This design comes from an exercise in tuning for small area, a short achievable clock period and few clock cycles on the open sky130 flow, not from production work.

Setup of job 101:
// MDU
module MDU (
	clk, rst_n,
	A, B, Op, C, D,
	ack, req
);
	input clk, rst_n;
	input  [0:32-1] 	A;
	input  [0:32-1] 	B;
	input  [0:3-1]  	Op;
	output [0:32-1] 	C;
	output [0:4-1]	D;
	input req;
	output ack;
	wire [31:0] a_in  = A;
	wire [31:0] b_in  = B;
	wire [2:0]  op_in = Op;
	reg        busy, first, fix, negd;
	reg [2:0]  cnt;
	reg        op_div, op_sgn, op_hi, op_u;
	reg        negq, qm1;
	reg        lt_r, gt_r, eq_r;   
	reg [31:0] X, Q;
	reg [32:0] R;
	wire last  = ~first & (cnt == 3'd0);
	wire mj2 = az[3] & az[2] & ~Q[15] | op_sgn & ao[3] & ao[2] & Q[15];
	wire mj5 = op_u & Q[31];
	wire [2:0] mk = mj5 ? 3'd3 : {op_hi, mj2, 1'b0};
	reg  [2:0] kreg;
	wire dneg  = op_sgn & X[31];
	wire [32:0] x33 = {op_sgn & X[31], X};
	wire [34:0] x1  = {{2{x33[32]}}, x33};
	wire [34:0] x2  = {x33[32], x33, 1'b0};
	reg  [31:0] neg_o;
	reg         nc;
	integer j;
	always @(*) begin
		nc = 1'b1;
		for (j = 0; j < 32; j = j + 1) begin
			neg_o[j] = ~Q[j] ^ nc;
			nc = nc & ~Q[j];
		end
	end
	wire        aneg   = first & op_div & op_sgn & Q[31] & ~negd;
	wire        dfirst = first & op_div;
	wire [31:0] T      = dneg ? ~X : X;
	function [2:0] lzb;   
		input [31:0] v;
		begin
			if (|v[31:24])      lzb = 3'd0;
			else if (|v[23:16]) lzb = 3'd1;
			else if (|v[15:8])  lzb = 3'd2;
			else if (|v[7:0])   lzb = 3'd3;
			else                lzb = 3'd4;
		end
	endfunction
	function [2:0] skipb;
		input [2:0] za, zt;
		begin
			case ({za, zt})
				6'o00: skipb = 3'd3; 6'o01: skipb = 3'd2; 6'o02: skipb = 3'd1; 6'o03: skipb = 3'd0; 6'o04: skipb = 3'd0;
				6'o10: skipb = 3'd4; 6'o11: skipb = 3'd3; 6'o12: skipb = 3'd2; 6'o13: skipb = 3'd1; 6'o14: skipb = 3'd0;
				6'o20: skipb = 3'd4; 6'o21: skipb = 3'd4; 6'o22: skipb = 3'd3; 6'o23: skipb = 3'd2; 6'o24: skipb = 3'd1;
				6'o30: skipb = 3'd4; 6'o31: skipb = 3'd4; 6'o32: skipb = 3'd4; 6'o33: skipb = 3'd3; 6'o34: skipb = 3'd2;
				default: skipb = 3'd4;
			endcase
		end
	endfunction
	wire [3:0] az, tz, ao;
	genvar gb;
	generate for (gb = 0; gb < 4; gb = gb + 1) begin : g_bz
		assign az[gb] = (Q[8*gb +: 8] == 8'h00);
		assign ao[gb] = (Q[8*gb +: 8] == 8'hff);
		assign tz[gb] = (X[8*gb +: 8] == {8{dneg}});
	end endgenerate
  ...
For scale: ~2300 cells after synthesis, about 110 I/O pins.
==> flow/config.mk <==
export PLATFORM = sky130hd
export DESIGN_NAME = MDU
export DESIGN_NICKNAME = MDU
export VERILOG_FILES = /design/flow/design.v
export SDC_FILE = /design/flow/constraint.sdc
export NUM_CORES = 4
export LEC_CHECK = 0
export CAP_MARGIN = 20
export CORE_MARGIN = 2
export CORE_UTILIZATION = 40
export SLEW_MARGIN = 20
==> flow/constraint.sdc <==
create_clock -name core_clock -period 100.0 [get_ports {clk}]
set_input_delay 20.0000 -clock core_clock [delete_from_list [all_inputs] [get_ports {clk}]]
set_output_delay 20.0000 -clock core_clock [all_outputs]
set_load 0.01 [all_outputs]
standard.sh (not shown) runs the stock make flow with config.mk's settings and CLKGATE_MAP_FILE= SYNTH_SCRIPT=/design/flow/synth_recipe.tcl, a recipe that flattens the netlist after the stock synthesis.
==> flow/flow/run.sh <==
#!/bin/bash
set -euo pipefail
bash standard.sh SETUP_SLACK_MARGIN=79.0 finish > standard.log 2>&1
Here is what was changed in the inputs of job 102 compared with job 101.
==> flow/flow/run.sh <==
#!/bin/bash
set -euo pipefail
bash standard.sh SETUP_SLACK_MARGIN=78.5 finish > standard.log 2>&1
### Flow results
Job 102 against job 101: fraction of met1 tracks used by global routing now sits lower, global routing usage on met3 dropped 1.2 points, length of routed met3 wiring fell 4.8%, sequential cell area in the final layout shows a reduction of about 1%, final net count moved down.
Of job 102 and job 101, the lower area of all placed cells without fillers belongs to job 102.
Of job 102 and job 101, job 102 shows the lower wire length on met1, with job 101 above it.
Lower part of the cycle the worst path needs among job 102 and job 101: job 101
Job 102 was carried through to the last stage, and its layout satisfied the timing, design-rule and antenna checks.
Global-route usage (job 102 over job 101): decrease, 1.0 points
### job 102 -> job 103
==> flow/flow/run.sh <==
#!/bin/bash
set -euo pipefail
bash standard.sh SETUP_SLACK_MARGIN=78.0 finish > standard.log 2>&1
### Flow results
- Job 103 vs job 102: total global-route track usage down in job 103
- Multi-input combinational cell area | job 103 below job 102
- Lower via count of the first global-routing pass among job 102 and job 103: job 103
- The summed area of non-filler cells in the final layout reported for job 103 is smaller than that of job 102 by about 1.1%.
- Job 102 reports its end of the critical path as C[20] while job 103 reports C[14].
No run of this note included a check of the RTL's function; only the layout flow was run.

## port drivers added, routing unchanged
The flow's constraints put no driver on any port. The routed layouts listed below were extracted and timed again, unchanged, in two steps.
Step 1: set_driving_cell puts a clkbuf_16 on clk and a buf_2 on each other input, an assumption about the parent block.
Step 2 moves the port delays by t, midway between the first and last clock arrival at a register: inputs arrive t later, outputs are due t later. That takes back most of the time a late clock gives input paths.
Slacks: no drivers / after step 1 / after step 2; pairs: no drivers / after step 1.
run	t (ns)	slack for setup (ns)	worst setup path after step 2
job 101	0.552	78.873 / 78.812 / 78.821	input to register
job 102	0.550	78.528 / 78.468 / 78.815	input to register
job 103	0.552	78.103 / 78.043 / 78.595	register to output
After both steps every run listed still meets setup and hold. The setup slack of job 101, which loses most, moves by -0.061 ns with the drivers and by -0.052 ns with both steps.
